Source: an optimization exercise on an open RTL-to-GDS flow (aim: small area). Production flows keep margins and buffers that such runs may drop.
RTL that was checked went through simulation tests only; none was proved equivalent to the original.
The RTL of runs 1 to 3 was laid out without a check of its function.
Power figures rest on the tool's default switching activity, not on a simulated workload.

**flow/standard.sh**
```bash
#!/bin/bash
# synth_recipe.tcl (not shown) runs the flow's synth.tcl, then flattens the netlist and writes it again
# the make line also repeats each setting of config.mk as NAME=value (left out here)
make -C /OpenROAD-flow-scripts/flow DESIGN_CONFIG=/design/flow/config.mk WORK_HOME=/design/flow/orfs CLKGATE_MAP_FILE= SYNTH_SCRIPT=/design/flow/synth_recipe.tcl "${@:-finish}"
```
**flow/constraint.sdc**
```tcl
create_clock -name core_clock -period 10.0 [get_ports {clk}]
set_input_delay 2.0000 -clock core_clock [delete_from_list [all_inputs] [get_ports {clk}]]
set_output_delay 2.0000 -clock core_clock [all_outputs]
set_load 0.01 [all_outputs]
```
**flow/design.v**
```verilog
`timescale 1ns / 1ps
module bin_to_seg(
    input [3:0] bin,
    output [6:0] disp
);
    wire x3 = bin[3], x2 = bin[2], x1 = bin[1], x0 = bin[0];
    assign disp[0] = (~x3 & ~x2 & ~x1 & x0) | (x2 & ~x1 & ~x0);
    assign disp[1] = x2 & (x1 ^ x0);
    assign disp[2] = ~x2 & x1 & ~x0;
    assign disp[3] = (~x2 & ~x1 & x0) | (x2 & ~(x1 ^ x0));
    assign disp[4] = x0 | (x2 & ~x1);
    assign disp[5] = (x1 & x0) | (~x2 & x1) | (~x3 & ~x2 & x0);
    assign disp[6] = (~x3 & ~x2 & ~x1) | (x2 & x1 & x0);
endmodule
`timescale 1ns / 1ps
module vga_controller (clk, chip_rst, rst, pixel_en, HS, VS, hcounter, vcounter);
	input clk, chip_rst;
	input rst, pixel_en;
	output reg HS, VS;
	output reg [9:0] hcounter, vcounter;
	wire hmax = hcounter[9] & hcounter[8] & hcounter[5];                
	wire vmax = vcounter[9] & vcounter[3] & vcounter[2] & vcounter[0];  
	always @(posedge clk) begin
		if (chip_rst) begin
			hcounter <= 0;
			vcounter <= 0;
			HS <= 0;
			VS <= 0;
		end else if (pixel_en) begin
			if (rst || hmax) hcounter <= 0;
			else hcounter <= hcounter + 1'b1;
			if (rst) vcounter <= 0;
			else if (hmax) vcounter <= vmax ? 10'd0 : vcounter + 1'b1;
			HS <= ~(hcounter >= 648 && hcounter < 744);
			VS <= ~(vcounter >= 482 && vcounter < 484);
		end
	end
endmodule
`timescale 1ns / 1ps
module VGA_display(chip_rst, rst, clk, ph, R, HS, VS, big_bin);
	input chip_rst, rst, clk;
	input [1:0] ph;
	input [13:0] big_bin;
	output reg R;
	output HS, VS;
	wire [9:0] h, v;
	vga_controller vc(.clk(clk), .chip_rst(chip_rst), .rst(rst), .pixel_en(ph == 2'b11),
		.HS(HS), .VS(VS), .hcounter(h), .vcounter(v));
	function ge(input [9:0] x, input [9:0] c);
		integer i;
		reg r;
		begin
			r = 1'b1;
			for (i = 0; i < 10; i = i + 1)
				r = c[i] ? (x[i] & r) : (x[i] | r);
			ge = r;
		end
	endfunction
	function in(input [9:0] x, input [9:0] c1, input [9:0] c2);
		in = ge(x, c1) & ~ge(x, c2 + 10'd1);
	endfunction
	wire c3 = in(h, 200, 250);
	wire c2 = in(h, 260, 310);
	wire c1 = in(h, 340, 390);
	wire c0 = in(h, 400, 450);
	wire colL = in(h, 200, 210) | in(h, 260, 270) | in(h, 340, 350) | in(h, 400, 410);
	wire colM = in(h, 215, 235) | in(h, 275, 295) | in(h, 355, 375) | in(h, 415, 435);
	wire colR = in(h, 240, 250) | in(h, 300, 310) | in(h, 380, 390) | in(h, 440, 450);
	wire rA  = in(v, 100, 110);
	wire rBF = in(v, 115, 155);
	wire rCE = in(v, 160, 200);
	wire rD  = in(v, 205, 215);
	wire rG  = in(v, 153, 163);
	wire dot = in(h, 320, 330) & (in(v, 125, 145) | in(v, 170, 190));
	wire [3:0] dg = ({4{c0}} & big_bin[3:0]) | ({4{c1}} & {1'b0, big_bin[6:4]}) |
	                ({4{c2}} & big_bin[10:7]) | ({4{c3}} & {1'b0, big_bin[13:11]});
	wire [6:0] seg;
	bin_to_seg bts (dg, seg);
	wire lit = (rA & ~seg[0] | rD & ~seg[3]) |
	           colR & (rBF & ~seg[1] | rCE & ~seg[2]) |
	           colL & (rBF & ~seg[5] | rCE & ~seg[4]) |
	           colM & rG & ~seg[6];
	wire any = c0 | c1 | c2 | c3;
	always @(posedge clk) begin
		if (chip_rst) R <= 0;
		else R <= (any & lit) | dot;
	end
endmodule
`timescale 1ns / 1ps
module k_clock_delay(
    input clk, rst,
    output reg [7:0] tb
);
always @(posedge clk) begin
	if (rst || tb == 8'd199) tb <= 0;
	else tb <= tb + 1'b1;
end
endmodule
`timescale 1ns / 1ps
module debugger(
	input clk, rst, clock, clock_rise, up, reset, pause, start, get_min, get_sec,
	input [5:0] num,
	output reg led,
	output reg [13:0] big_bin
);
reg move, strt, tick;
reg [2:0] m1, s1;
reg [3:0] m0, s0;
reg [13:0] prev;  
wire [2:0] n1;
wire [3:0] n0;
assign n1[0] = (num[5] & num[4] & num[2]) | (num[5] & ~num[4] & ~num[3]) | (num[5] & num[4] & num[1]) | (~num[5] & num[4] & ~num[3] & ~num[2]) | (~num[5] & ~num[4] & num[3] & num[2]) | (num[5] & num[4] & num[3]) | (num[4] & num[3] & num[2] & num[1]) | (~num[5] & ~num[4] & num[3] & num[1]);
assign n1[1] = (num[5] & ~num[4] & ~num[3]) | (~num[5] & num[4] & num[2]) | (~num[5] & num[4] & num[3]);
assign n1[2] = (num[5] & num[3]) | (num[5] & num[4]);
assign n0[1] = (~num[5] & ~num[3] & num[2] & num[1]) | (num[5] & ~num[4] & num[3] & num[1]) | (num[5] & ~num[4] & ~num[3] & ~num[1]) | (~num[5] & ~num[4] & ~num[3] & num[1]) | (num[5] & ~num[3] & num[2] & ~num[1]) | (num[5] & num[4] & num[3] & ~num[2] & ~num[1]) | (~num[5] & num[4] & num[3] & ~num[2] & num[1]) | (~num[5] & num[4] & ~num[3] & ~num[2] & ~num[1]) | (~num[5] & ~num[4] & num[3] & num[2] & ~num[1]);
assign n0[2] = (num[5] & ~num[4] & num[2] & ~num[1]) | (~num[5] & num[4] & num[3] & ~num[2]) | (~num[5] & ~num[4] & num[2] & num[1]) | (~num[5] & num[4] & ~num[2] & ~num[1]) | (~num[5] & ~num[4] & ~num[3] & num[2]) | (num[5] & ~num[4] & num[3] & num[2]) | (num[4] & num[3] & ~num[2] & ~num[1]) | (num[5] & ~num[4] & ~num[3] & ~num[2] & num[1]) | (num[5] & num[4] & ~num[3] & num[2] & num[1]);
assign n0[3] = (num[5] & num[4] & num[3] & num[2]) | (num[5] & num[4] & num[3] & num[1]) | (num[4] & num[3] & num[2] & ~num[1]) | (~num[5] & num[4] & ~num[3] & ~num[2] & num[1]) | (~num[5] & ~num[4] & num[3] & ~num[2] & ~num[1]) | (num[5] & num[4] & ~num[3] & ~num[2] & ~num[1]) | (num[5] & ~num[4] & ~num[3] & num[2] & num[1]);
assign n0[0] = num[0] | (num[5] & num[4] & num[3] & num[2]);
function [3:0] step9(input [3:0] d, input up);
	begin
		step9[0] = ~d[0];
		step9[1] = (up & d[1] & ~d[0]) | (~up & d[1] & d[0]) | (up & ~d[3] & ~d[1] & d[0]) | (~up & d[3] & ~d[0]) | (~up & d[2] & ~d[1] & ~d[0]);
		step9[2] = (d[2] & ~d[1] & d[0]) | (d[2] & d[1] & ~d[0]) | (up & d[2] & ~d[0]) | (~up & d[2] & d[0]) | (~up & d[3] & ~d[0]) | (up & ~d[2] & d[1] & d[0]);
		step9[3] = (~up & d[3] & d[0]) | (up & d[3] & ~d[0]) | (up & d[2] & d[1] & d[0]) | (~up & ~d[3] & ~d[2] & ~d[1] & ~d[0]);
	end
endfunction
function [2:0] step5(input [2:0] d, input up);
	begin
		step5[0] = ~d[0];
		step5[1] = (~up & d[1] & d[0]) | (up & d[1] & ~d[0]) | (~up & d[2] & ~d[0]) | (up & ~d[2] & ~d[1] & d[0]);
		step5[2] = (up & d[2] & ~d[0]) | (up & d[1] & d[0]) | (~up & d[2] & d[0]) | (~up & ~d[2] & ~d[1] & ~d[0]);
	end
endfunction
wire s0_w = up ? (s0[3] & s0[0]) : (s0 == 4'd0);
wire s1_w = up ? (s1[2] & s1[0]) : (s1 == 3'd0);
wire m0_w = up ? (m0[3] & m0[0]) : (m0 == 4'd0);
wire zero = (s0 == 4'd0) & (s1 == 3'd0) & (m0 == 4'd0) & (m1 == 3'd0);
wire clr = reset;
wire busy = reset | start | pause;
wire count = clock & tick & move & strt & ~busy;
wire e0 = count & (up | ~zero);
wire e1 = e0 & s0_w;
wire e2 = e1 & s1_w;
wire e3 = e2 & m0_w;
wire ld_m = get_min & ~strt & ~busy;
wire ld_s = get_sec & ~get_min & ~strt & ~busy;
always @(posedge clk) begin
	prev <= {m1, m0, s1, s0};
	if (rst) begin
		m1 <= 0; m0 <= 0; s1 <= 0; s0 <= 0;
		move <= 1; led <= 0; tick <= 1; strt <= 0;
		big_bin <= 0;
	end else begin
		if (clock_rise) big_bin <= prev;
		if (clr) begin
			m1 <= 0; m0 <= 0; s1 <= 0; s0 <= 0;
		end else begin
			if (ld_s) begin s1 <= n1; s0 <= n0; end
			else begin
				if (e0) s0 <= step9(s0, up);
				if (e1) s1 <= step5(s1, up);
			end
			if (ld_m) begin m1 <= n1; m0 <= n0; end
			else begin
				if (e2) m0 <= step9(m0, up);
				if (e3) m1 <= step5(m1, up);
			end
		end
		if (reset) begin
			move <= 1; strt <= 0; led <= 0;
		end else if (start) strt <= 1;
		else if (pause) move <= ~move;
		else if (count) led <= ~up & zero;
		if (!clock) tick <= 1;
		else if (count) tick <= 0;
	end
end
endmodule
`timescale 1ns / 1ps
module debouncer(
    input clk,
    input rst,
    input PB,
    output PB_up
);
reg PB_state, PB_sync_0, PB_sync_1;
reg [7:0] PB_cnt;
wire PB_idle = (PB_state == PB_sync_1);
wire low0 = ~|PB_cnt[6:0];
wire PB_cnt_max = PB_cnt[7] & low0;
wire fb = PB_cnt[7] ^ PB_cnt[5] ^ PB_cnt[4] ^ PB_cnt[3] ^ low0;
always @(posedge clk) begin
	if (rst) begin
		PB_sync_0 <= 0;
		PB_sync_1 <= 0;
		PB_state <= 0;
		PB_cnt <= 0;
	end else begin
		PB_sync_0 <= ~PB;
		PB_sync_1 <= PB_sync_0;
		if (PB_idle) PB_cnt <= 0;
		else begin
			PB_cnt <= {PB_cnt[6:0], fb};
			if (PB_cnt_max) PB_state <= PB_sync_1;
		end
	end
end
assign PB_up = ~PB_idle & PB_cnt_max & PB_state;
endmodule
`timescale 1ns / 1ps
module clock_delay(
    input clk, rst, fast,
    output reg clock,
    output clock_rise
);
reg [9:0] count;
reg clock_q;
wire low = ~|count[8:0];
wire fb = count[9] ^ count[6] ^ low;
wire hit = fast ? (count == 10'b1000001001) : (count == 10'b1111010110);
always @(posedge clk) begin
	if (rst) begin
		count <= 0;
		clock <= 0;
		clock_q <= 0;
	end else begin
		clock_q <= clock;
		if (hit) begin
			clock <= ~clock;
			count <= 10'd1;
		end else
			count <= {count[8:0], fb};
	end
end
assign clock_rise = clock & ~clock_q;
endmodule
`timescale 1ns / 1ps
module alternate(
    input clk, rst,
    input [7:0] tb,
    input [13:0] big_bin,
    output reg [3:0] small_bin,
    output [3:0] AN
);
reg [1:0] cnt;
reg on;
always @(posedge clk) begin
	if (rst) begin
		cnt <= 0;
		on <= 0;
		small_bin <= 0;
	end else if (tb == 8'd101) begin
		cnt <= cnt + 1'b1;
		on <= 1;
		case (cnt)
			2'd0: small_bin <= big_bin[3:0];
			2'd1: small_bin <= {1'b0, big_bin[6:4]};
			2'd2: small_bin <= big_bin[10:7];
			2'd3: small_bin <= {1'b0, big_bin[13:11]};
		endcase
	end
end
assign AN[0] = on & ~(cnt == 2'd1);
assign AN[1] = on & ~(cnt == 2'd2);
assign AN[2] = on & ~(cnt == 2'd3);
assign AN[3] = on & ~(cnt == 2'd0);
endmodule
`timescale 1ns / 1ps
module Kitchen_Timer(
	input [5:0] num,
	input un_start, un_pause, un_reset, un_get_min, un_get_sec,
	input fast, up, clk,
	input rst,
	output led,
	output [3:0] AN,
	output [6:0] disp,
	output HS, VS,
	output [2:0] R, G,
	output [1:0] B
);
wire clock, clock_rise;
wire [7:0] tb;    
wire reset, start, pause, get_min, get_sec;
wire [13:0] big_bin;  
wire [3:0] small_bin;
clock_delay cd0 (clk, rst, fast, clock, clock_rise);
k_clock_delay cd1 (clk, rst, tb);
debouncer s  (clk, rst, un_start, start);
debouncer p  (clk, rst, un_pause, pause);
debouncer r  (clk, rst, un_reset, reset);
debouncer gm (clk, rst, un_get_min, get_min);
debouncer gs (clk, rst, un_get_sec, get_sec);
debugger d (clk, rst, clock, clock_rise, up, reset, pause, start, get_min, get_sec, num, led, big_bin);
alternate alt (clk, rst, tb, big_bin, small_bin, AN);
bin_to_seg bts (small_bin, disp);
VGA_display vdisplay (rst, reset, clk, tb[1:0], R[0], HS, VS, big_bin);
assign R[2:1] = 2'b00;
assign G = 3'b000;
assign B = 2'b00;
endmodule
```
**flow/flow/run.sh**
```bash
#!/bin/bash
# Standard layout (standard.sh: the ORFS flow with the standard synthesis), with
# smaller port buffers and a clock tree without dummy loads.
set -euo pipefail
bash standard.sh \
  BUFFER_PORTS_ARGS="-buffer_cell sky130_fd_sc_hd__buf_1" \
  CTS_ARGS="-sink_clustering_enable -repair_clock_nets -dont_use_dummy_load -buf_list \"sky130_fd_sc_hd__clkbuf_4 sky130_fd_sc_hd__clkbuf_8\" -sink_clustering_size 30 -sink_clustering_max_diameter 100" \
  finish > flow.log 2>&1
```
**flow/config.mk**
```make
export PLATFORM = sky130hd
export DESIGN_NAME = Kitchen_Timer
export DESIGN_NICKNAME = Kitchen_Timer
export VERILOG_FILES = /design/flow/design.v
export SDC_FILE = /design/flow/constraint.sdc
export NUM_CORES = 4
export LEC_CHECK = 0
export CAP_MARGIN = 20
export CORE_MARGIN = 2
export CORE_UTILIZATION = 60
export PLACE_DENSITY = 0.75
export SLEW_MARGIN = 20
```
==> results of run 1 <==
power groups by stage:
| stage | logic (µW) | registers [µW] | clock network, µW |
|---|---|---|---|
| floorplan | 34.1 | 624 | 0 |
| global placement | 40.3 | 625 | 0 |
| detailed placement | 41.7 | 625 | 0 |
logic make-up after synthesis:
family,Yosys count,synth area share (%)
simple gates,392,27.6
compound gates,166,15.4
flops,151,41.1
buf+inv,80,4.84
xor+xnor,53,6.41
fa+ha+maj,17,2.89
mux,13,1.77
other cells,1,0.0509
cell usage after synthesis (9+ instances only):
master    instances  share of area [%]
clkbuf_1         26                1.3
and3_1           10               0.85
and2_1           46                3.9
buf_4             9               0.92
ha_1             17                2.9
nor3_1           22                1.5
nor2_1          106                5.4
a21oi_1          52                3.5
nand4_1          15                1.3
nand2_1          83                4.2
nand3_1          15                1.0
a31oi_1           9               0.76
nor4_1           18                1.5
o21ai_0          34                2.3
inv_1            25                1.3
xnor2_1          38                4.5
nand2b_1         12                1.0
buf_1             9               0.46
nor2b_1          21                1.8
dfxtp_1         151                 41
mux2i_1          13                1.8
xor2_1           14                1.7
stage by stage:
stage	area (µm²)	std cells
detailed placement	7440	1005
global placement	7440	1005
floorplan	7380	879
worst max-delay path by stage:
stage          from      end
2_1_floorplan    up  d.m1[1]
3_5_place_dp     up  d.m1[1]
3_3_place_gp     up  d.m0[2]
==> impl_metrics.env, run 1 <==
export IMPL_failed_stage="4_1_cts"
export IMPL_ys_warn_count=7
export IMPL_synth_enable_flop_cells=0
export IMPL_die_width_um=115
export IMPL_synthCells=873
export IMPL_place_ws_ns=5.56
export IMPL_io_pin_count=37
export IMPL_gp_congestion=0.945
export IMPL_synth_ff_type="dfxtp_1"
export IMPL_status="stopped before the end"
export IMPL_rows=40
export IMPL_yosysUniqueCellTypes=79
export IMPL_error_line="[ERROR STA-0564] clock_tree_synthesis positional arguments not supported."
export IMPL_seq_area_frac_synth_pct=41.1
export IMPL_async_flop_share_pct=0
export IMPL_syn_area_um2=7360
export IMPL_start_util_pct=61.3
export IMPL_dp_final_hpwl_um=10300
export IMPL_portBuffers=29
export IMPL_ys_seq_elements=151
export IMPL_syn_area_per_cell_um2=8.43
export IMPL_die_h_um=115
==> run 2: changes to the inputs <==
==> flow/flow/run.sh (replaced) <==
#!/bin/bash
# Standard layout (standard.sh: the ORFS flow with the standard synthesis), with
# smaller port buffers and a clock tree without dummy loads.
set -euo pipefail
bash standard.sh \
  BUFFER_PORTS_ARGS="-buffer_cell sky130_fd_sc_hd__buf_1" \
  CTS_ARGS="-sink_clustering_enable -repair_clock_nets -dont_use_dummy_load -buf_list sky130_fd_sc_hd__clkbuf_8" \
  finish > flow.log 2>&1
--- a/flow/config.mk
+++ b/flow/config.mk
@@ -9,4 +9,4 @@
 export CORE_MARGIN = 2
-export CORE_UTILIZATION = 60
-export PLACE_DENSITY = 0.75
+export CORE_UTILIZATION = 40
+export PLACE_DENSITY = 0.6
 export SLEW_MARGIN = 20
==> impl_metrics.env, run 2 <==
export IMPL_status="timing/DRC/antenna clean"
export IMPL_hold_class="flip-flop to flip-flop"
export IMPL_io_pin_count=37
export IMPL_vias=5836
export IMPL_syn_to_final_growth_pct=5.76
export IMPL_worst_slew_pin_slew_ns=0.969
export IMPL_drc_errors=0
export IMPL_setup_violations=0
export IMPL_drv_cap=0
export IMPL_grt_usage_pct=15.7
export IMPL_criticalPathCategory="input port to flip-flop"
export IMPL_slew_headroom_pct=35.2
export IMPL_synth_ff_type="dfxtp_1"
export IMPL_syn_area_um2=7360
export IMPL_slew_violations=0
export IMPL_synthCells=873
export IMPL_worstSetupStartpointType="input port"
export IMPL_finalCritPeriodShare_pct=40.8
export IMPL_layout_common_cells="151 x dfxtp_1, 106 x nor2_1, 83 x nand2_1"
export IMPL_routed_wl_um=14900
export IMPL_ir_drop_uv=94.5
export IMPL_hold_viol_final=0
export IMPL_tritoncts="done"
export IMPL_met3_length_um=648
export IMPL_rows=49
export IMPL_die_area_um2=19500
export IMPL_cts_hold_buf=0
export IMPL_async_flop_share_pct=0
export IMPL_drive_gt1_share_pct=5.48
export IMPL_wl_met2_um=6480
export IMPL_p_leak_uw=0.00280
export IMPL_layout_commonest_cell="dfxtp_1"
export IMPL_htreeDepth=4
export IMPL_start_util_pct=40.8
export IMPL_fin_crit_ns=4.08
export IMPL_rsz0062_at_grt="false"
export IMPL_fmax_ghz=0.245
export IMPL_final_core_util_pct=43.2
export IMPL_grt_pass1_wl_um=25600
export IMPL_syn_area_per_cell_um2=8.43
export IMPL_largestRegisters="d.big_bin (14), d.prev (14)"
export IMPL_die_width_um=140
export IMPL_synth_enable_flop_cells=0
export IMPL_grt_pass1_vias=5269
export IMPL_cts_path_max_buffers=2
export IMPL_wl_met1_um=7590
export IMPL_yosys_top_cells_count="151 x dfxtp_1, 106 x nor2_1, 83 x nand2_1"
export IMPL_numCtsBuffers=17
export IMPL_synth_top_area_share_pct=41.1
export IMPL_die_h_um=140
export IMPL_portBuffers=29
export IMPL_crit_required_ns=10.27
export IMPL_gp_congestion=0.848
export IMPL_yosysUniqueCellTypes=79
export IMPL_fin_tns_setup_ns=0
export IMPL_cts_sinks=151
export IMPL_wl_per_cell_um=13.5
export IMPL_routed_via_density=5.28
export IMPL_synth_area_top_cells="dfxtp_1 41%, nor2_1 5.4%, xnor2_1 4.5%"
export IMPL_top_layer_used="met4"
export IMPL_endpoint_kind="flip-flop"
export IMPL_antenna_found_initial=0
export IMPL_core_area_um2=18000
export IMPL_post_cts_resized=0
export IMPL_drt_iter0_markers=392
export IMPL_post_synth_top_count_cell="dfxtp_1"
export IMPL_root_buffer="clkbuf_8"
export IMPL_diodes=0
export IMPL_postCtsSetupBuffers=0
export IMPL_synth_area_leader_cell="dfxtp_1"
export IMPL_ys_seq_elements=151
export IMPL_grt_remaining_overflow=0
export IMPL_ant_nets=0
export IMPL_worst_path_max_fanout=25
export IMPL_dr_pass1_iters=5
export IMPL_path_clk_slew_ns=0.06
export IMPL_dp_final_hpwl_um=10400
export IMPL_clock_latency_ns=0.46
export IMPL_power_density_nw_per_um2=127
export IMPL_nNetsFinal=910
export IMPL_arrival_ns=4.35
export IMPL_ys_warn_count=7
export IMPL_fill_cells=1822
export IMPL_seq_area_frac_synth_pct=41.1
export IMPL_fin_skew_ns=0.0365
export IMPL_grt_max_degree=42
==> run 2: cell counts after synthesis <==
No cell type changed its count.
==> run 2: metal layers <==
metal  track usage, %  up-vias
li1                 -     3026
met1             22.3     2684
met2             23.4      116
met3             4.20       10
met4             4.63        0
met5                0        -
==> run 2: final timing paths <==
check                          start          to  slack [ns]  cells after the start
max                               up     d.m0[2]        5.92                     10
min                          d.s0[2]   d.prev[2]        0.42                      0
max reg2reg  vdisplay.vc.hcounter[5]  vdisplay.R        6.65                     10
min reg2reg                  d.s0[2]   d.prev[2]        0.42                      0
==> run 2: kinds of logic (layout without fill, tap and decap cells) <==
kind of cell / Yosys count / in the layout / synth area share, %
adder cells (fa/ha/maj): 17 / 17 / 2.89
other: 1 / 7 / 0.0509
buffers and inverters: 80 / 77 / 4.84
AND/OR/NAND/NOR: 392 / 392 / 27.6
AO/OA/AOI/OAI: 166 / 166 / 15.4
XOR/XNOR: 53 / 53 / 6.41
flip-flops: 151 / 151 / 41.1
multiplexers: 13 / 13 / 1.77
==> run 2: area by class of cell <==
cell class | instances | area [µm²] | share of cell area, %
clock buffer | 17 | 234 | 3.00
tap | 229 | 287 | 3.68
inverter | 28 | 105 | 1.35
timing repair buffer | 32 | 133 | 1.70
multi-input combinational | 648 | 4010 | 51.4
sequential | 151 | 3020 | 38.8
==> run 2: power breakdown <==
group | internal (µW) | leakage, µW | switching, µW
Clock | 150 | 0.000122 | 187
Combinational | 14.7 | 0.00146 | 28.2
Sequential | 607 | 0.00122 | 4.34
Total | 771 | 0.00280 | 219
==> run 2: per-stage QoR <==
| step | power (µW) | std cells | setup slack [ns] | area, µm² | hold slack [ns] |
|---|---|---|---|---|---|
| 2_1_floorplan | 658 | 879 | 6.01 | 7380 | 0.329 |
| 3_3_place_gp | 667 | 1088 | 5.61 | 7550 | 0.411 |
| 3_5_place_dp | 668 | 1088 | 5.53 | 7550 | 0.414 |
| 4_1_cts | 1000 | 1105 | 5.99 | 7790 | 0.415 |
| 5_1_grt | 1030 | 1105 | 5.79 | 7790 | 0.433 |
| 6_report | 991 | 1105 | 5.92 | 7790 | 0.418 |
==> run 2: critical path, cell delays in order <==
cell	delay (ns)
buf_1	0.07
buf_4	0.27
nor4_1	0.13
nand4_1	0.17
o2111ai_1	0.12
or4_1	0.63
nor2_2	0.27
o21ai_0	0.11
a2111oi_0	0.43
a221oi_1	0.13
==> run 3: changes to the inputs <==
--- a/flow/flow/run.sh
+++ b/flow/flow/run.sh
@@ -6,3 +6,3 @@
   BUFFER_PORTS_ARGS="-buffer_cell sky130_fd_sc_hd__buf_1" \
-  CTS_ARGS="-sink_clustering_enable -repair_clock_nets -dont_use_dummy_load -buf_list sky130_fd_sc_hd__clkbuf_8" \
+  CTS_ARGS="-sink_clustering_enable -repair_clock_nets -dont_use_dummy_load -buf_list {sky130_fd_sc_hd__clkbuf_4 sky130_fd_sc_hd__clkbuf_8} -sink_clustering_size 30 -sink_clustering_max_diameter 100" \
   finish > flow.log 2>&1
--- a/flow/config.mk
+++ b/flow/config.mk
@@ -9,4 +9,4 @@
 export CORE_MARGIN = 2
-export CORE_UTILIZATION = 40
-export PLACE_DENSITY = 0.6
+export CORE_UTILIZATION = 60
+export PLACE_DENSITY = 0.75
 export SLEW_MARGIN = 20
==> impl_metrics.env, run 3 <==
export IMPL_crit_top_cell="a221oi_1"
export IMPL_layout_common_cells="151 x dfxtp_1, 106 x nor2_1, 83 x nand2_1"
export IMPL_ir_drop_uv=136
export IMPL_cts_hold_buf=0
export IMPL_worst_slew_pin_slew_ns=0.832
export IMPL_numCtsBuffers=17
export IMPL_status="timing/DRC/antenna clean"
export IMPL_arrival_ns=4.32
export IMPL_core_area_um2=12000
export IMPL_synth_xor_area_share_pct=6.41
export IMPL_htreeDepth=4
export IMPL_grt_pass1_wl_um=24900
export IMPL_nNetsFinal=909
export IMPL_syn_to_final_growth_pct=4.27
export IMPL_tritoncts="done"
export IMPL_drt_iter0_markers=640
export IMPL_place_inst=1005
export IMPL_crit_required_ns=10.27
export IMPL_setup_violations=0
export IMPL_yosys_area_share_adder_pct=2.89
export IMPL_synth_compound_area_share_pct=15.4
export IMPL_grt_max_degree=57
export IMPL_finalCritPeriodShare_pct=40.5
export IMPL_grt_remaining_overflow=0
export IMPL_fin_crit_ns=4.05
export IMPL_antenna_found_initial=0
export IMPL_fin_tns_setup_ns=0
export IMPL_slew_headroom_pct=44.4
export IMPL_cp_slowest_cell="or4_1"
export IMPL_synth_top_area_share_pct=41.1
export IMPL_yosys_top_cells_count="151 x dfxtp_1, 106 x nor2_1, 83 x nand2_1"
export IMPL_syn_area_um2=7360
export IMPL_vias=5985
export IMPL_worstSetupStartpointType="input port"
export IMPL_io_pin_count=37
export IMPL_cts_path_max_buffers=2
export IMPL_reg2reg_from="vdisplay.vc.hcounter[0]"
export IMPL_place_ws_ns=5.56
export IMPL_slowest_delay_ns=0.63
export IMPL_diodes=0
export IMPL_postCtsSetupBuffers=0
export IMPL_synth_area_top_cells="dfxtp_1 41%, nor2_1 5.4%, xnor2_1 4.5%"
export IMPL_endpoint_kind="flip-flop"
export IMPL_drc_errors=0
export IMPL_clock_latency_ns=0.44
export IMPL_final_cells=1022
export IMPL_ant_nets=0
export IMPL_die_area_um2=13200
export IMPL_yosysUniqueCellTypes=79
export IMPL_synth_top_family_by_area="simple AND/OR/NAND/NOR gates"
export IMPL_layout_commonest_cell="dfxtp_1"
export IMPL_setup_ws_ns=5.95
export IMPL_worst_path_max_fanout=25
export IMPL_largestRegisters="d.big_bin (14), d.prev (14)"
export IMPL_post_cts_resized=0
export IMPL_routed_wl_um=14400
export IMPL_rsz0062_at_grt="false"
export IMPL_grt_usage_pct=23.1
export IMPL_syn_area_per_cell_um2=8.43
export IMPL_slew_violations=0
export IMPL_yosys_area_share_simple_pct=27.6
export IMPL_die_width_um=115
export IMPL_cts_sinks=151
export IMPL_p_leak_uw=0.00279
export IMPL_post_synth_top_count_cell="dfxtp_1"
export IMPL_power_density_nw_per_um2=128
export IMPL_synth_ff_type="dfxtp_1"
export IMPL_hold_start="d.m1[2]"
export IMPL_criticalPathCategory="input port to flip-flop"
export IMPL_die_h_um=115
export IMPL_synthMuxAreaShare_pct=1.77
export IMPL_grt_pass1_vias=5487
export IMPL_routed_via_density=5.86
export IMPL_crit_start="up"
export IMPL_ys_seq_elements=151
export IMPL_drv_cap=0
export IMPL_portBuffers=29
export IMPL_synthCells=873
export IMPL_dp_final_hpwl_um=10300
export IMPL_synth_enable_flop_cells=0
export IMPL_drive_gt1_share_pct=5.37
export IMPL_path_clk_slew_ns=0.07
export IMPL_rows=40
export IMPL_gp_congestion=0.945
export IMPL_start_util_pct=61.3
export IMPL_seq_area_frac_synth_pct=41.1
export IMPL_root_buffer="clkbuf_8"
export IMPL_hold_class="flip-flop to flip-flop"
export IMPL_path_cells="buf_1 > buf_4 > nor4_1 > nand4_1 > o2111ai_1 > or4_1 > nor3_2 > nand2_1 > a221oi_1 > a221oi_1"
export IMPL_ys_warn_count=7
export IMPL_fin_skew_ns=0.0334
export IMPL_fmax_ghz=0.247
export IMPL_dr_pass1_iters=5
export IMPL_synth_area_leader_cell="dfxtp_1"
export IMPL_async_flop_share_pct=0
export IMPL_hold_viol_final=0
export IMPL_wl_per_cell_um=14.1
==> run 3: cell counts after synthesis <==
Identical to the previous run, type by type.
==> run 3: cell families after synthesis <==
family                     after synthesis
muxes                                   13
and+or+nand+nor                        392
xor gates and xnor gates                53
buffers and inverters                   80
adders and majority gates               17
other                                    1
AOI/OAI and AO/OA                      166
DFF                                    151
==> run 3: routing by layer <==
metal,track usage [%],vias up,routed length (µm),share of wire [%]
li1,-,3036,-,-
met5,0,-,0,0
met2,38.7,188,6790,47
met3,6.38,17,756,5.3
met1,29.3,2744,6630,46
met4,6.67,0,191,1.3
==> run 3: layout make-up <==
class | count | area, µm²
sequential | 151 | 3020
multi-input combinational | 648 | 4010
clock buffer | 17 | 234
fill | 1016 | 4340
timing repair buffer | 31 | 125
tap | 147 | 184
inverter | 28 | 105
==> run 3: through the flow <==
stage               power [µW]  util [%]  hold slack [ns]  instance area (µm²)
floorplan                  658         -            0.329                 7380
global placement           665      62.0            0.383                 7440
detailed placement         667      62.0            0.389                 7440
CTS                        996      63.9            0.399                 7680
global route              1030      63.9            0.410                 7680
finish                     986      63.9            0.397                 7680
==> run 3: critical path: cells and delay by family <==
kind            cells  cell delay, ns
compound gates      3            0.48
simple gates        5            1.48
buf+inv             2            0.35
==> run 3: path summary, 6_finish.rpt <==
| path | endpoint | slack (ns) | depth (start not counted) |
|---|---|---|---|
| max | d.m1[1] | 5.95 | 10 |
| min | d.prev[13] | 0.40 | 0 |
| max reg2reg | vdisplay.R | 6.66 | 11 |
| min reg2reg | d.prev[13] | 0.40 | 0 |
==> run 3: power breakdown <==
part	switching (µW)	internal (µW)
Combinational	27.4	14.5
Clock	183	150
Sequential	4.35	607
Total	215	771
==> run 4: changes to the inputs <==
--- a/flow/design.v
+++ b/flow/design.v
@@ -15,3 +15,3 @@
 `timescale 1ns / 1ps
-module vga_controller (clk, chip_rst, rst, pixel_en, HS, VS, hcounter, vcounter);
+module vga_controller (clk, chip_rst, rst, pixel_en, HS, VS, hq, hr, vcounter);
 	input clk, chip_rst;
@@ -19,8 +19,14 @@
 	output reg HS, VS;
-	output reg [9:0] hcounter, vcounter;
-	wire hmax = hcounter[9] & hcounter[8] & hcounter[5];                
+	output reg [5:0] hq;
+	output reg [4:0] hr;
+	output reg [9:0] vcounter;
+	wire r19  = hr[4] & hr[1] & hr[0];                                  
+	wire hmax = hq[5] & hq[3] & ~|hr;                                   
 	wire vmax = vcounter[9] & vcounter[3] & vcounter[2] & vcounter[0];  
+	wire hsync = (hq == 6'd32 & (hr[4] | hr[3])) | (hq >= 6'd33 & hq <= 6'd36) |
+	             (hq == 6'd37 & ~hr[4] & ~hr[3] & ~hr[2]);
 	always @(posedge clk) begin
 		if (chip_rst) begin
-			hcounter <= 0;
+			hq <= 0;
+			hr <= 0;
 			vcounter <= 0;
@@ -29,7 +35,13 @@
 		end else if (pixel_en) begin
-			if (rst || hmax) hcounter <= 0;
-			else hcounter <= hcounter + 1'b1;
+			if (rst || hmax) begin
+				hq <= 0;
+				hr <= 0;
+			end else if (r19) begin
+				hq <= hq + 1'b1;
+				hr <= 0;
+			end else
+				hr <= hr + 1'b1;
 			if (rst) vcounter <= 0;
 			else if (hmax) vcounter <= vmax ? 10'd0 : vcounter + 1'b1;
-			HS <= ~(hcounter >= 648 && hcounter < 744);
+			HS <= ~hsync;
 			VS <= ~(vcounter >= 482 && vcounter < 484);
@@ -39,5 +51,5 @@
 `timescale 1ns / 1ps
-module VGA_display(chip_rst, rst, clk, ph, R, HS, VS, big_bin);
+module VGA_display(chip_rst, rst, clk, pixel_en, R, HS, VS, big_bin);
 	input chip_rst, rst, clk;
-	input [1:0] ph;
+	input pixel_en;
 	input [13:0] big_bin;
@@ -45,5 +57,7 @@
 	output HS, VS;
-	wire [9:0] h, v;
-	vga_controller vc(.clk(clk), .chip_rst(chip_rst), .rst(rst), .pixel_en(ph == 2'b11),
-		.HS(HS), .VS(VS), .hcounter(h), .vcounter(v));
+	wire [5:0] hq;
+	wire [4:0] hr;
+	wire [9:0] v;
+	vga_controller vc(.clk(clk), .chip_rst(chip_rst), .rst(rst), .pixel_en(pixel_en),
+		.HS(HS), .VS(VS), .hq(hq), .hr(hr), .vcounter(v));
 	function ge(input [9:0] x, input [9:0] c);
@@ -61,9 +75,16 @@
 	endfunction
-	wire c3 = in(h, 200, 250);
-	wire c2 = in(h, 260, 310);
-	wire c1 = in(h, 340, 390);
-	wire c0 = in(h, 400, 450);
-	wire colL = in(h, 200, 210) | in(h, 260, 270) | in(h, 340, 350) | in(h, 400, 410);
-	wire colM = in(h, 215, 235) | in(h, 275, 295) | in(h, 355, 375) | in(h, 415, 435);
-	wire colR = in(h, 240, 250) | in(h, 300, 310) | in(h, 380, 390) | in(h, 440, 450);
+	wire [4:0] q = hq[4:0];
+	wire rl = ~hr[4] & (~hr[3] | (~hr[2] & ~(hr[1] & hr[0])));  
+	wire rm = hr[4] | (hr[3] & hr[2] & hr[1] & hr[0]);          
+	wire ru = ~hr[4];                                           
+	wire qa = q == 5'd10 | q == 5'd13 | q == 5'd17 | q == 5'd20;  
+	wire qb = q == 5'd11 | q == 5'd14 | q == 5'd18 | q == 5'd21;  
+	wire qc = q == 5'd12 | q == 5'd15 | q == 5'd19 | q == 5'd22;  
+	wire c3 = (q == 5'd10 | q == 5'd11) | (q == 5'd12 & rl);
+	wire c2 = (q == 5'd13 | q == 5'd14) | (q == 5'd15 & rl);
+	wire c1 = (q == 5'd17 | q == 5'd18) | (q == 5'd19 & rl);
+	wire c0 = (q == 5'd20 | q == 5'd21) | (q == 5'd22 & rl);
+	wire colL = qa & rl;
+	wire colM = (qa & rm) | (qb & ru);
+	wire colR = qc & rl;
 	wire rA  = in(v, 100, 110);
@@ -73,3 +94,3 @@
 	wire rG  = in(v, 153, 163);
-	wire dot = in(h, 320, 330) & (in(v, 125, 145) | in(v, 170, 190));
+	wire dot = q == 5'd16 & rl & (in(v, 125, 145) | in(v, 170, 190));
 	wire [3:0] dg = ({4{c0}} & big_bin[3:0]) | ({4{c1}} & {1'b0, big_bin[6:4]}) |
@@ -91,6 +112,9 @@
     input clk, rst,
-    output reg [7:0] tb
+    output reg [7:0] tb,
+    output wrap
 );
+assign wrap = tb[7] & tb[6] & tb[2] & tb[1] & tb[0];  
 always @(posedge clk) begin
-	if (rst || tb == 8'd199) tb <= 0;
+	if (rst) tb <= 8'd98;
+	else if (wrap) tb <= 0;
 	else tb <= tb + 1'b1;
@@ -239,3 +263,3 @@
     input clk, rst,
-    input [7:0] tb,
+    input step,
     input [13:0] big_bin,
@@ -246,2 +270,3 @@
 reg on;
+wire d0 = cnt == 2'd0, d1 = cnt == 2'd1, d2 = cnt == 2'd2, d3 = cnt == 2'd3;
 always @(posedge clk) begin
@@ -251,17 +276,13 @@
 		small_bin <= 0;
-	end else if (tb == 8'd101) begin
+	end else if (step) begin
 		cnt <= cnt + 1'b1;
 		on <= 1;
-		case (cnt)
-			2'd0: small_bin <= big_bin[3:0];
-			2'd1: small_bin <= {1'b0, big_bin[6:4]};
-			2'd2: small_bin <= big_bin[10:7];
-			2'd3: small_bin <= {1'b0, big_bin[13:11]};
-		endcase
+		small_bin <= ({4{d0}} & big_bin[3:0]) | ({4{d1}} & {1'b0, big_bin[6:4]}) |
+		             ({4{d2}} & big_bin[10:7]) | ({4{d3}} & {1'b0, big_bin[13:11]});
 	end
 end
-assign AN[0] = on & ~(cnt == 2'd1);
-assign AN[1] = on & ~(cnt == 2'd2);
-assign AN[2] = on & ~(cnt == 2'd3);
-assign AN[3] = on & ~(cnt == 2'd0);
+assign AN[0] = on & ~d1;
+assign AN[1] = on & ~d2;
+assign AN[2] = on & ~d3;
+assign AN[3] = on & ~d0;
 endmodule
@@ -282,2 +303,3 @@
 wire [7:0] tb;    
+wire tb_wrap;
 wire reset, start, pause, get_min, get_sec;
@@ -286,3 +308,3 @@
 clock_delay cd0 (clk, rst, fast, clock, clock_rise);
-k_clock_delay cd1 (clk, rst, tb);
+k_clock_delay cd1 (clk, rst, tb, tb_wrap);
 debouncer s  (clk, rst, un_start, start);
@@ -293,5 +315,5 @@
 debugger d (clk, rst, clock, clock_rise, up, reset, pause, start, get_min, get_sec, num, led, big_bin);
-alternate alt (clk, rst, tb, big_bin, small_bin, AN);
+alternate alt (clk, rst, tb_wrap, big_bin, small_bin, AN);
 bin_to_seg bts (small_bin, disp);
-VGA_display vdisplay (rst, reset, clk, tb[1:0], R[0], HS, VS, big_bin);
+VGA_display vdisplay (rst, reset, clk, tb[1:0] == 2'b01, R[0], HS, VS, big_bin);
 assign R[2:1] = 2'b00;
==> flow/flow/run.sh (replaced) <==
#!/bin/bash
# Standard layout (standard.sh: the ORFS flow with the standard synthesis), with
# smaller port buffers and a clock tree without dummy loads.
set -euo pipefail
bash standard.sh \
  BUFFER_PORTS_ARGS="-buffer_cell sky130_fd_sc_hd__buf_1" \
  CTS_ARGS="-sink_clustering_enable -repair_clock_nets -dont_use_dummy_load -buf_list sky130_fd_sc_hd__clkbuf_8" \
  finish > flow.log 2>&1
--- a/flow/config.mk
+++ b/flow/config.mk
@@ -9,4 +9,4 @@
 export CORE_MARGIN = 2
-export CORE_UTILIZATION = 60
-export PLACE_DENSITY = 0.75
+export CORE_UTILIZATION = 40
+export PLACE_DENSITY = 0.6
 export SLEW_MARGIN = 20
==> impl_metrics.env, run 4 <==
export IMPL_status="timing/DRC/antenna clean"
export IMPL_cts_path_max_buffers=2
export IMPL_slew_violations=0
export IMPL_p_switching_uw=221
export IMPL_grt_max_degree=74
export IMPL_slowest_delay_ns=0.42
export IMPL_yosysUniqueCellTypes=71
export IMPL_grt_pass1_vias=5125
export IMPL_path_clk_slew_ns=0.07
export IMPL_vias=5758
export IMPL_ys_warn_count=7
export IMPL_grt_usage_pct=15.0
export IMPL_setup_violations=0
export IMPL_die_width_um=139
export IMPL_power_share_switching_pct=22.1
export IMPL_antenna_found_initial=0
export IMPL_crit_top_cell="nor4_1"
export IMPL_ir_drop_uv=103
export IMPL_syn_area_um2=7300
export IMPL_hold_viol_final=0
export IMPL_die_area_um2=19300
export IMPL_routed_via_density=5.32
export IMPL_syn_area_per_cell_um2=8.56
export IMPL_drc_errors=0
export IMPL_largestRegisters="d.big_bin (14), d.prev (14)"
export IMPL_layout_common_cells="152 x dfxtp_1, 75 x nor2_1, 67 x nand2_1"
export IMPL_synth_ff_type="dfxtp_1"
export IMPL_rsz0062_at_grt="false"
export IMPL_crit_family="simple AND/OR/NAND/NOR gates"
export IMPL_place_ws_ns=5.68
export IMPL_fmax_ghz=0.256
export IMPL_fin_skew_ns=0.0436
export IMPL_ant_nets=0
export IMPL_synth_top_area_share_pct=41.7
export IMPL_arrival_ns=4.23
export IMPL_yosys_top_cells_count="152 x dfxtp_1, 75 x nor2_1, 67 x nand2_1"
export IMPL_die_h_um=139
export IMPL_clockPowerShare_pct=33.8
export IMPL_dr_pass1_iters=7
export IMPL_start_util_pct=40.8
export IMPL_ys_seq_elements=152
export IMPL_hold_start="d.s1[1]"
export IMPL_power_total_uw=998
export IMPL_fin_tns_setup_ns=0
export IMPL_wl_per_cell_um=13.3
export IMPL_numCtsBuffers=17
export IMPL_tritoncts="done"
export IMPL_postCtsSetupBuffers=0
export IMPL_grt_pass1_wl_um=24400
export IMPL_setup_ws_ns=6.09
export IMPL_worst_slew_pin_slew_ns=0.838
export IMPL_post_synth_top_count_cell="dfxtp_1"
export IMPL_cp_slowest_cell="a211o_1"
export IMPL_slew_headroom_pct=44.0
export IMPL_p_seq_share_pct=61.7
export IMPL_cts_hold_buf=0
export IMPL_grt_remaining_overflow=0
export IMPL_regToRegSetupSlack_ns=6.63
export IMPL_clock_latency_ns=0.45
export IMPL_reg2reg_from="vdisplay.vc.hr[0]"
export IMPL_finalCritPeriodShare_pct=39.1
export IMPL_htreeDepth=4
export IMPL_drive_gt1_share_pct=4.45
export IMPL_worstSetupStartpointType="input port"
export IMPL_portBuffers=29
export IMPL_internal_power_uw=777
export IMPL_p_leak_uw=0.00283
export IMPL_fin_crit_ns=3.91
export IMPL_gp_congestion=0.804
export IMPL_io_pin_count=37
export IMPL_synthCells=852
export IMPL_criticalPathCategory="input port to flip-flop"
export IMPL_drv_cap=0
export IMPL_seq_area_frac_synth_pct=41.7
export IMPL_async_flop_share_pct=0
export IMPL_power_density_nw_per_um2=129
export IMPL_path_cells="buf_1 > buf_4 > or2_2 > nor4_1 > and3_1 > a211o_1 > nor4_1 > a211oi_1 > a21oi_1 > o21a_1"
export IMPL_post_cts_resized=0
export IMPL_synth_area_leader_cell="dfxtp_1"
export IMPL_dp_final_hpwl_um=10100
export IMPL_root_buffer="clkbuf_8"
export IMPL_core_area_um2=17900
export IMPL_drt_iter0_markers=334
export IMPL_path_buf_inv=2
export IMPL_routed_wl_um=14400
export IMPL_synth_area_top_cells="dfxtp_1 42%, a21oi_1 4.0%, and2_1 4.0%"
export IMPL_cts_sinks=152
export IMPL_diodes=0
export IMPL_endpoint_kind="flip-flop"
export IMPL_synth_enable_flop_cells=0
export IMPL_nNetsFinal=892
export IMPL_syn_to_final_growth_pct=5.90
export IMPL_layout_commonest_cell="dfxtp_1"
export IMPL_crit_required_ns=10.33
export IMPL_crit_start="up"
export IMPL_final_core_util_pct=43.2
export IMPL_pwr_share_comb_pct=4.5
export IMPL_rows=49
export IMPL_worst_path_max_fanout=26
export IMPL_hold_class="flip-flop to flip-flop"
## run 4: cell types whose count changed in the layout (fill, tap and decap cells not counted), moves of 9 or more
cell	change
nand2_1	-16
nor2_1	-31
nor3_1	+16
o21ai_0	-10
xnor2_1	-9
## run 4: worst reg2reg max path, delay by kind of cell (launching register included)
| kind | cells | cell delay (ns) |
|---|---|---|
| AOI/OAI and AO/OA | 6 | 1.49 |
| adders and majority gates | 3 | 0.58 |
| buffers and inverters | 2 | 0.19 |
| DFF | 1 | 0.43 |
| and+or+nand+nor | 3 | 0.60 |
## run 4: area by class of cell
class / instances / area, µm²
repair buffers: 32 / 133
clock buffers: 17 / 234
well taps: 229 / 287
inverters: 29 / 109
multi-input cells: 623 / 3920
fillers: 1819 / 10200
flip-flops and latches: 152 / 3040
## run 4: stage by stage
| stage | area, µm² | hold WS (ns) | cells |
|---|---|---|---|
| 2_1_floorplan | 7320 | 0.329 | 858 |
| 3_3_place_gp | 7490 | 0.417 | 1065 |
| 3_5_place_dp | 7490 | 0.421 | 1065 |
| 4_1_cts | 7730 | 0.425 | 1082 |
| 5_1_grt | 7730 | 0.428 | 1082 |
| 6_report | 7730 | 0.423 | 1082 |
## run 4: power by group through the flow
stage	logic, µW	registers, µW	clock network (µW)
detailed placement	44.8	630	0
CTS	45.0	616	353
floorplan	36.3	629	0
finish	44.4	616	337
global placement	44.8	630	0
global route	50.4	617	375
## run 4: cell families (layout without fill, tap and decap cells)
| family | after synthesis | count (layout) | share of synthesized area [%] |
|---|---|---|---|
| mux | 14 | 14 | 1.96 |
| simple gates | 359 | 359 | 26.0 |
| fa+ha+maj | 22 | 22 | 3.77 |
| xor+xnor | 44 | 44 | 5.28 |
| compound gates | 177 | 177 | 16.4 |
| flops | 152 | 152 | 41.7 |
| other cells | 1 | 7 | 0.0514 |
| buf+inv | 83 | 78 | 4.85 |
## run 4: final timing paths
check,endpoint,depth (start not counted)
setup reg to reg,vdisplay.R,14
setup / recovery,d.m0[1],10
hold reg to reg,d.prev[5],0
hold / removal,d.prev[5],0
## run 4: per-layer routing
layer / track usage (%) / wire length, µm / vias to the layer above
met2: 22.6 / 6150 / 127
li1: - / - / 2972
met4: 4.41 / 181 / 0
met5: 0 / 0 / -
met1: 21.0 / 7490 / 2641
met3: 4.11 / 612 / 18
==> run 5: changes to the inputs <==
--- a/flow/flow/run.sh
+++ b/flow/flow/run.sh
@@ -2,5 +2,8 @@
 # Standard layout (standard.sh: the ORFS flow with the standard synthesis), with
-# smaller port buffers and a clock tree without dummy loads.
+# smaller port buffers, combinational cells at their smallest size after floorplan,
+# and a clock tree of clkbuf_8 without dummy loads.
 set -euo pipefail
+here=$(pwd)
 bash standard.sh \
+  POST_FLOORPLAN_TCL="$here/flow/downsize.tcl" \
   BUFFER_PORTS_ARGS="-buffer_cell sky130_fd_sc_hd__buf_1" \
==> flow/flow/downsize.tcl (new file) <==
# Swap every combinational cell that synthesis sized up for the smallest cell of the
# same family (same function and pins); timing has ample slack at this clock period,
# and the later repair steps fix any slew or capacitance limit this breaks.
set n_swapped 0
foreach inst [[ord::get_db_block] getInsts] {
  set name [[$inst getMaster] getName]
  if {![regexp {^(sky130_fd_sc_hd__[a-z0-9]+)_([0-9]+)$} $name -> base size]} { continue }
  if {[regexp {__(df|edf|sdf|dl|tap|fill|decap|conb|diode)} $base]} { continue }
  set best $name
  set best_area [get_property [get_lib_cells $name] area]
  foreach lc [get_lib_cells ${base}_*] {
    set ln [get_name $lc]
    if {![regexp "^${base}_\[0-9\]+\$" $ln]} { continue }
    set a [get_property $lc area]
    if {$a < $best_area} { set best $ln; set best_area $a }
  }
  if {$best ne $name} {
    replace_cell $inst [get_lib_cells $best]
    incr n_swapped
  }
}
puts "downsize: swapped $n_swapped cells to their smallest size"
==> impl_metrics.env, run 5 <==
export IMPL_synth_enable_flop_cells=0
export IMPL_syn_area_um2=7300
export IMPL_seq_area_frac_synth_pct=41.7
export IMPL_yosys_top_cells_count="152 x dfxtp_1, 75 x nor2_1, 67 x nand2_1"
export IMPL_failed_stage="2_1_floorplan"
export IMPL_synth_area_leader_cell="dfxtp_1"
export IMPL_yosysUniqueCellTypes=71
export IMPL_status="stopped before the end"
export IMPL_syn_area_per_cell_um2=8.56
export IMPL_synthCells=852
export IMPL_error_line="[ERROR STA-0124] instance type 'odb__dbInst' is not an instance."
export IMPL_start_util_pct=40.8
export IMPL_ys_seq_elements=152
export IMPL_synth_top_area_share_pct=41.7
export IMPL_post_synth_top_count_cell="dfxtp_1"
export IMPL_die_h_um=139
export IMPL_ys_warn_count=7
export IMPL_synth_area_top_cells="dfxtp_1 42%, a21oi_1 4.0%, and2_1 4.0%"
export IMPL_async_flop_share_pct=0
export IMPL_die_width_um=139
export IMPL_synth_ff_type="dfxtp_1"
export IMPL_rows=49
[run 5: cell counts after synthesis]
Identical to the previous run, type by type.
[run 5: kinds of logic after synthesis]
kind of cell / count (synthesis) / synth area share (%)
and+or+nand+nor: 359 / 26.0
AOI/OAI and AO/OA: 177 / 16.4
DFF: 152 / 41.7
buffers and inverters: 83 / 4.85
xor gates and xnor gates: 44 / 5.28
adders and majority gates: 22 / 3.77
muxes: 14 / 1.96
other: 1 / 0.0514
==> run 6: changes to the inputs <==
--- a/flow/flow/downsize.tcl
+++ b/flow/flow/downsize.tcl
@@ -17,3 +17,3 @@
   if {$best ne $name} {
-    replace_cell $inst [get_lib_cells $best]
+    $inst swapMaster [[ord::get_db] findMaster $best]
     incr n_swapped
==> impl_metrics.env, run 6 <==
export IMPL_status="timing/DRC/antenna clean"
export IMPL_rows=49
export IMPL_endpoint_kind="flip-flop"
export IMPL_path_cells="buf_1 > buf_4 > or2_2 > nor4_1 > and3_1 > a211o_1 > nor2_1 > a221oi_1 > a221oi_1"
export IMPL_drv_cap=0
export IMPL_yosys_top_cells_count="152 x dfxtp_1, 75 x nor2_1, 67 x nand2_1"
export IMPL_rsz0062_at_grt="false"
export IMPL_syn_to_final_growth_pct=5.13
export IMPL_ys_warn_count=7
export IMPL_synth_xor_area_share_pct=5.28
export IMPL_synth_area_top_cells="dfxtp_1 42%, a21oi_1 4.0%, and2_1 4.0%"
export IMPL_hold_viol_final=0
export IMPL_fin_tns_setup_ns=0
export IMPL_cts_hold_buf=0
export IMPL_drc_errors=0
export IMPL_synthMuxAreaShare_pct=1.96
export IMPL_cts_path_max_buffers=2
export IMPL_syn_area_um2=7300
export IMPL_synth_ff_type="dfxtp_1"
export IMPL_p_switching_uw=221
export IMPL_hold_class="flip-flop to flip-flop"
export IMPL_routed_via_density=5.34
export IMPL_grt_usage_pct=15.3
export IMPL_setup_violations=0
export IMPL_clock_latency_ns=0.45
export IMPL_internal_power_uw=777
export IMPL_portBuffers=29
export IMPL_finalCritPeriodShare_pct=39.0
export IMPL_synth_area_leader_cell="dfxtp_1"
export IMPL_crit_family="simple AND/OR/NAND/NOR gates"
export IMPL_post_cts_resized=0
export IMPL_r2r_end="vdisplay.R"
export IMPL_post_synth_top_count_cell="dfxtp_1"
export IMPL_criticalPathCategory="input port to flip-flop"
export IMPL_diodes=0
export IMPL_largestRegisters="d.big_bin (14), d.prev (14)"
export IMPL_die_h_um=139
export IMPL_drt_iter0_markers=398
export IMPL_die_area_um2=19300
export IMPL_whs_endpoint="r.PB_sync_1"
export IMPL_power_density_nw_per_um2=130
export IMPL_pwr_share_comb_pct=4.5
export IMPL_cp_slowest_cell="nor4_1"
export IMPL_start_util_pct=40.8
export IMPL_fin_crit_ns=3.90
export IMPL_cts_sinks=152
export IMPL_p_leak_uw=0.00283
export IMPL_fmax_ghz=0.256
export IMPL_dr_pass1_iters=5
export IMPL_worstSetupStartpointType="input port"
export IMPL_final_core_util_pct=42.8
export IMPL_crit_required_ns=10.31
export IMPL_reg2reg_from="vdisplay.vc.hr[0]"
export IMPL_ys_seq_elements=152
export IMPL_hold_start="r.PB_sync_0"
export IMPL_layout_common_cells="152 x dfxtp_1, 76 x nor2_1, 68 x nand2_1"
export IMPL_worst_slew_pin_slew_ns=0.953
export IMPL_numCtsBuffers=17
export IMPL_syn_area_per_cell_um2=8.56
export IMPL_async_flop_share_pct=0
export IMPL_worst_path_max_fanout=26
export IMPL_root_buffer="clkbuf_8"
export IMPL_htreeDepth=4
export IMPL_regToRegSetupSlack_ns=6.31
export IMPL_synth_enable_flop_cells=0
export IMPL_tritoncts="done"
export IMPL_grt_max_degree=52
export IMPL_crit_cells=9
export IMPL_wl_per_cell_um=13.3
export IMPL_crit_top_cell="a221oi_1"
export IMPL_vias=5787
export IMPL_place_inst=1066
export IMPL_ant_nets=0
export IMPL_drive_gt1_share_pct=3.28
export IMPL_core_area_um2=17900
export IMPL_reg2regPathDepth=14
export IMPL_clockPowerShare_pct=33.8
export IMPL_synthCells=852
export IMPL_min_path_cells=1
export IMPL_yosysUniqueCellTypes=71
export IMPL_slowest_delay_ns=0.37
export IMPL_die_width_um=139
export IMPL_fin_skew_ns=0.0332
export IMPL_synth_top_area_share_pct=41.7
export IMPL_arrival_ns=4.21
export IMPL_postCtsSetupBuffers=0
export IMPL_path_clk_slew_ns=0.08
export IMPL_layout_commonest_cell="dfxtp_1"
export IMPL_final_cells=1083
export IMPL_nNetsFinal=893
export IMPL_seq_area_frac_synth_pct=41.7
export IMPL_power_share_switching_pct=22.1
export IMPL_antenna_found_initial=0
export IMPL_routed_wl_um=14400
export IMPL_synth_compound_area_share_pct=16.4
export IMPL_p_seq_share_pct=61.7
export IMPL_grt_pass1_wl_um=24600
export IMPL_synth_top_family_by_area="simple AND/OR/NAND/NOR gates"
export IMPL_slew_headroom_pct=36.1
export IMPL_slew_violations=0
export IMPL_yosys_area_share_adder_pct=3.77
export IMPL_gp_congestion=0.805
export IMPL_ir_drop_uv=106
export IMPL_io_pin_count=37
export IMPL_grt_remaining_overflow=0
export IMPL_fill_cells=1823
export IMPL_dp_final_hpwl_um=10200
export IMPL_path_buf_inv=2
export IMPL_grt_pass1_vias=5288
export IMPL_power_total_uw=997
export IMPL_yosys_area_share_simple_pct=26.0
[run 6: layout make-up]
type,count,area [µm²],share of cell area (%)
clock buffers,17,234,3.05
multi-input cells,623,3860,50.3
inverters,29,109,1.42
repair buffers,33,140,1.83
well taps,229,287,3.74
flip-flops and latches,152,3040,39.7
[run 6: power groups by stage]
stage	sequential [µW]	clock, µW	combinational, µW
floorplan	629	0	36.3
global placement	629	0	44.7
detailed placement	629	0	45.0
CTS	616	353	45.2
global route	616	376	50.4
finish	616	337	44.7
[run 6: per-stage QoR]
step / cell area (µm²) / worst slack [ns] / hold WS [ns]
floorplan: 7320 / 6.14 / 0.329
global placement: 7440 / 5.70 / 0.409
detailed placement: 7440 / 5.67 / 0.412
CTS: 7670 / 6.14 / 0.425
global route: 7670 / 5.90 / 0.422
finish: 7670 / 6.10 / 0.418
[run 6: kinds of logic (layout without fill, tap and decap cells)]
kind of cell,after synthesis,after routing
compound gates,177,177
xor+xnor,44,44
fa+ha+maj,22,22
buf+inv,83,79
flops,152,152
mux,14,14
other cells,1,7
simple gates,359,359
[run 6: how the worst max path moves through the flow]
stage	start	endpoint
CTS	up	d.m0[3]
global placement	up	d.m0[3]
finish	up	d.m0[3]
global route	vdisplay.vc.hr[0]	vdisplay.R
detailed placement	up	d.m0[3]
floorplan	up	d.m0[1]
[run 6: routing by layer]
| layer | share of wire, % | track usage, % | vias to the layer above |
|---|---|---|---|
| li1 | - | - | 2975 |
| met1 | 50 | 20.5 | 2663 |
| met2 | 44 | 23.4 | 128 |
| met3 | 4.5 | 3.97 | 21 |
| met4 | 2.0 | 6.49 | 0 |
| met5 | 0 | 0 | - |
[run 6: worst register-to-register path: stages, from the launching register on]
cell,delay [ns]
dfxtp_1,0.44
ha_1,0.20
inv_1,0.04
ha_1,0.18
and2b_1,0.32
o21ai_0,0.25
a32o_1,0.31
a211oi_1,0.65
inv_1,0.19
ha_1,0.23
nor3_1,0.18
nand2_1,0.09
a211o_1,0.28
o211ai_1,0.10
o31a_1,0.16
==> run 7: changes to the inputs <==
==> flow/flow/run.sh (replaced) <==
#!/bin/bash
# The standard layout (standard.sh) with these changes:
#  - synthesis: synth_recipe.tcl unchanged except that its abc call uses flow/area.abc,
#    an area-oriented script (deepsyn, then area-recovering mapping), instead of ORFS's
#    speed script; the flip-flops and their names come from the same earlier passes;
#  - after floorplan, combinational cells go to their smallest size (flow/downsize.tcl);
#  - port buffers are buf_1;
#  - the clock tree uses clkbuf_8 and no dummy loads.
set -euo pipefail
here=$(pwd)
sed "1a proc abc {args} { set i [lsearch \$args -script]; if {\$i >= 0} { lset args [expr {\$i + 1}] $here/flow/area.abc }; yosys abc {*}\$args }" \
  synth_recipe.tcl > area_synth.tcl
bash standard.sh \
  SYNTH_SCRIPT="$here/area_synth.tcl" \
  POST_FLOORPLAN_TCL="$here/flow/downsize.tcl" \
  BUFFER_PORTS_ARGS="-buffer_cell sky130_fd_sc_hd__buf_1" \
  CTS_ARGS="-sink_clustering_enable -repair_clock_nets -dont_use_dummy_load -buf_list sky130_fd_sc_hd__clkbuf_8" \
  finish > flow.log 2>&1
==> flow/flow/area.abc (new file) <==
strash
&get -n
&st
&deepsyn -T 120
&st
&dch
&nf -a -R 1000
&st
&dch
&nf -a -R 1000
&put
==> impl_metrics.env, run 7 <==
export IMPL_status="timing/DRC/antenna clean"
export IMPL_cts_sinks=152
export IMPL_synth_enable_flop_cells=0
export IMPL_start_util_pct=41.1
export IMPL_arrival_ns=5.35
export IMPL_worst_slew_pin_slew_ns=0.841
export IMPL_p_switching_uw=217
export IMPL_dr_pass1_iters=6
export IMPL_async_flop_share_pct=0
export IMPL_crit_start="up"
export IMPL_criticalPathCategory="input port to flip-flop"
export IMPL_synth_area_top_cells="dfxtp_1 46%, nor2_1 5.8%, and2_0 4.8%"
export IMPL_vias=5316
export IMPL_grt_usage_pct=16.1
export IMPL_syn_area_per_cell_um2=8.80
export IMPL_slew_headroom_pct=43.7
export IMPL_fin_skew_ns=0.0341
export IMPL_largestRegisters="d.big_bin (14), d.prev (14)"
export IMPL_cts_hold_buf=0
export IMPL_ir_drop_uv=103
export IMPL_wl_per_cell_um=13.5
export IMPL_layout_commonest_cell="dfxtp_1"
export IMPL_worst_path_max_fanout=12
export IMPL_fmax_ghz=0.198
export IMPL_dp_final_hpwl_um=9860
export IMPL_post_cts_resized=0
export IMPL_clock_latency_ns=0.45
export IMPL_die_area_um2=17400
export IMPL_synth_area_leader_cell="dfxtp_1"
export IMPL_grt_remaining_overflow=0
export IMPL_tritoncts="done"
export IMPL_portBuffers=29
export IMPL_synth_ff_type="dfxtp_1"
export IMPL_synthCells=745
export IMPL_clockPowerShare_pct=33.8
export IMPL_finalCritPeriodShare_pct=50.4
export IMPL_drt_iter0_markers=354
export IMPL_drc_errors=0
export IMPL_grt_max_degree=42
export IMPL_placed_cell_area_um2=6920
export IMPL_synth_top_area_share_pct=46.4
export IMPL_p_seq_share_pct=62.1
export IMPL_power_density_nw_per_um2=139
export IMPL_grt_pass1_wl_um=23300
export IMPL_hold_viol_final=0
export IMPL_hold_class="flip-flop to flip-flop"
export IMPL_io_pin_count=37
export IMPL_drv_cap=0
export IMPL_path_clk_slew_ns=0.08
export IMPL_worstSetupStartpointType="input port"
export IMPL_cts_path_max_buffers=2
export IMPL_layout_common_cells="152 x dfxtp_1, 101 x nor2_1, 67 x nand2_1"
export IMPL_post_synth_top_count_cell="dfxtp_1"
export IMPL_root_buffer="clkbuf_8"
export IMPL_diodes=0
export IMPL_final_area_um2=7150
export IMPL_antenna_found_initial=0
export IMPL_ys_warn_count=7
export IMPL_reg2reg_from="r.PB_cnt[5]"
export IMPL_regToRegSetupSlack_ns=6.20
export IMPL_routed_via_density=5.27
export IMPL_slew_violations=0
export IMPL_nNetsFinal=831
export IMPL_postCtsSetupBuffers=0
export IMPL_p_leak_uw=0.00266
export IMPL_syn_area_um2=6550
export IMPL_gp_congestion=0.861
export IMPL_final_core_util_pct=44.9
export IMPL_yosysUniqueCellTypes=56
export IMPL_routed_wl_um=13600
export IMPL_seq_area_um2=3040
export IMPL_rows=46
export IMPL_fill_cells=1581
export IMPL_ys_seq_elements=152
export IMPL_numCtsBuffers=17
export IMPL_endpoint_kind="flip-flop"
export IMPL_core_area_um2=15900
export IMPL_ant_nets=0
export IMPL_die_h_um=132
export IMPL_internal_power_uw=775
export IMPL_rsz0062_at_grt="false"
export IMPL_fin_tns_setup_ns=0
export IMPL_power_share_switching_pct=21.9
export IMPL_grt_pass1_vias=4991
export IMPL_setup_violations=0
export IMPL_multiInputGateArea_um2=3380
export IMPL_fin_crit_ns=5.04
export IMPL_syn_to_final_growth_pct=9.14
export IMPL_drive_gt1_share_pct=2.65
export IMPL_yosys_top_cells_count="152 x dfxtp_1, 101 x nor2_1, 67 x nand2_1"
export IMPL_pwr_share_comb_pct=4.0
export IMPL_endpoint="d.m1[2]"
export IMPL_htreeDepth=4
export IMPL_seq_area_frac_synth_pct=46.4
export IMPL_r2r_end="d.m1[2]"
export IMPL_die_width_um=132
export IMPL_crit_required_ns=10.31
export IMPL_reg2regPathDepth=16
==> run 7: changes by cell type after synthesis, sizes merged, moves of 8 or more <==
cell,before,now
a22o,2,21
nor2,76,101
buf,16,8
xnor2,29,16
a31oi,5,17
nor2b,27,16
a22oi,10,1
a21oi,59,41
clkinv,0,25
clkbuf,38,0
o21ai,26,36
mux2i,12,3
inv,29,0
nor3,39,23
==> run 7: routing by layer <==
metal | vias up | track usage (%) | routed length (µm)
li1 | 2739 | - | -
met1 | 2455 | 20.9 | 6580
met2 | 109 | 26.2 | 6290
met3 | 13 | 4.15 | 553
met4 | 0 | 5.25 | 190
met5 | - | 0 | 0
==> run 7: area by class of cell <==
cell class	count	share of cell area, %
sequential	152	42.5
clock buffer	17	3.27
multi-input combinational	566	47.2
timing repair buffer	32	1.85
tap	216	3.78
inverter	25	1.31
==> run 7: how the worst min path moves through the flow <==
stage / start / to / slack, ns / depth (start not counted)
after global routing: d.s1[1] / d.prev[5] / 0.41 / 0
after global placement: d.m1[1] / d.prev[12] / 0.38 / 0
final: d.m1[1] / d.prev[12] / 0.40 / 0
after floorplan: d.m1[1] / d.prev[12] / 0.37 / 0
after detailed placement: d.m1[1] / d.prev[12] / 0.38 / 0
after CTS: d.m1[1] / d.prev[12] / 0.40 / 0
==> run 7: metrics by stage <==
| step | setup WS [ns] | total power [µW] | cells | hold slack, ns |
|---|---|---|---|---|
| 4_1_cts | 5.08 | 1010 | 1008 | 0.398 |
| 2_1_floorplan | 5.40 | 656 | 751 | 0.366 |
| 3_3_place_gp | 4.72 | 669 | 991 | 0.381 |
| 3_5_place_dp | 4.61 | 670 | 991 | 0.383 |
| 6_report | 4.96 | 992 | 1008 | 0.401 |
| 5_1_grt | 4.69 | 1040 | 1008 | 0.409 |
==> run 7: critical path, stage by stage <==
cell and delay (ns):
buf_1 0.35, or2_0 0.22, nor2_1 0.06, o22ai_1 0.24
nand2b_1 0.12, nor3_1 0.26, nand3_1 0.19, o41a_1 0.45
o21a_1 0.14, and3_1 0.19, a22o_1 0.23, nand2_1 0.12
a21o_1 0.11, o21ai_0 0.12, a21boi_0 0.19, o31a_1 0.16
o21ai_0 0.15, a31oi_1 0.05
==> run 7: cell families (layout without fill, tap and decap cells) <==
group | Yosys count | in the layout | share of synthesized area [%]
buf+inv | 33 | 74 | 2.35
fa+ha+maj | 22 | 22 | 4.20
flops | 152 | 152 | 46.4
compound gates | 172 | 172 | 17.6
xor+xnor | 26 | 26 | 3.47
other cells | 1 | 7 | 0.0572
simple gates | 335 | 335 | 25.2
mux | 4 | 4 | 0.630
==> run 7: power by group through the flow <==
stage / clock (µW) / sequential (µW) / combinational, µW
after floorplan: 0 / 629 / 27.6
after global placement: 0 / 630 / 39.2
after detailed placement: 0 / 630 / 40.2
after CTS: 349 / 616 / 40.4
after global routing: 376 / 617 / 46.0
final: 336 / 616 / 40.2

==> separate check: timing with driven ports <==
In the flow no input, the clock included, has a driving cell. The finished layouts below were timed again as built, in two steps.
Step 1 assumes that a clkbuf_16 drives the clock port and a buf_2 every other input.
Step 2 adds t to the input delays and takes it off the output delays; t is the mean of the earliest and latest rising clock arrival at the registers after step 1. Input paths then give back, and output paths get back, about the clock's delay inside the block.
Three values: ideal, step 1, step 2; two values: the first two.
| run | t, ns | slack for setup (ns) | hold slack, ns | worst slew at a driven data input, ns |
|---|---|---|---|---|
| run 2 | 0.473 | 5.917 / 5.923 / 5.450 | 0.418 / 0.418 / 0.418 | 0.03 |
| run 3 | 0.461 | 5.950 / 5.957 / 5.497 | 0.397 / 0.397 / 0.397 | 0.03 |
| run 4 | 0.468 | 6.095 / 6.112 / 5.644 | 0.423 / 0.423 / 0.423 | 0.03 |
| run 6 | 0.473 | 6.098 / 6.116 / 5.643 | 0.418 / 0.418 / 0.418 | 0.03 |
| run 7 | 0.464 | 4.958 / 4.970 / 4.506 | 0.401 / 0.401 / 0.401 | 0.03 |
After both steps every run listed still meets setup and hold. The setup slack of run 2, which loses most, moves by +0.006 ns with the drivers and by -0.467 ns with both steps.
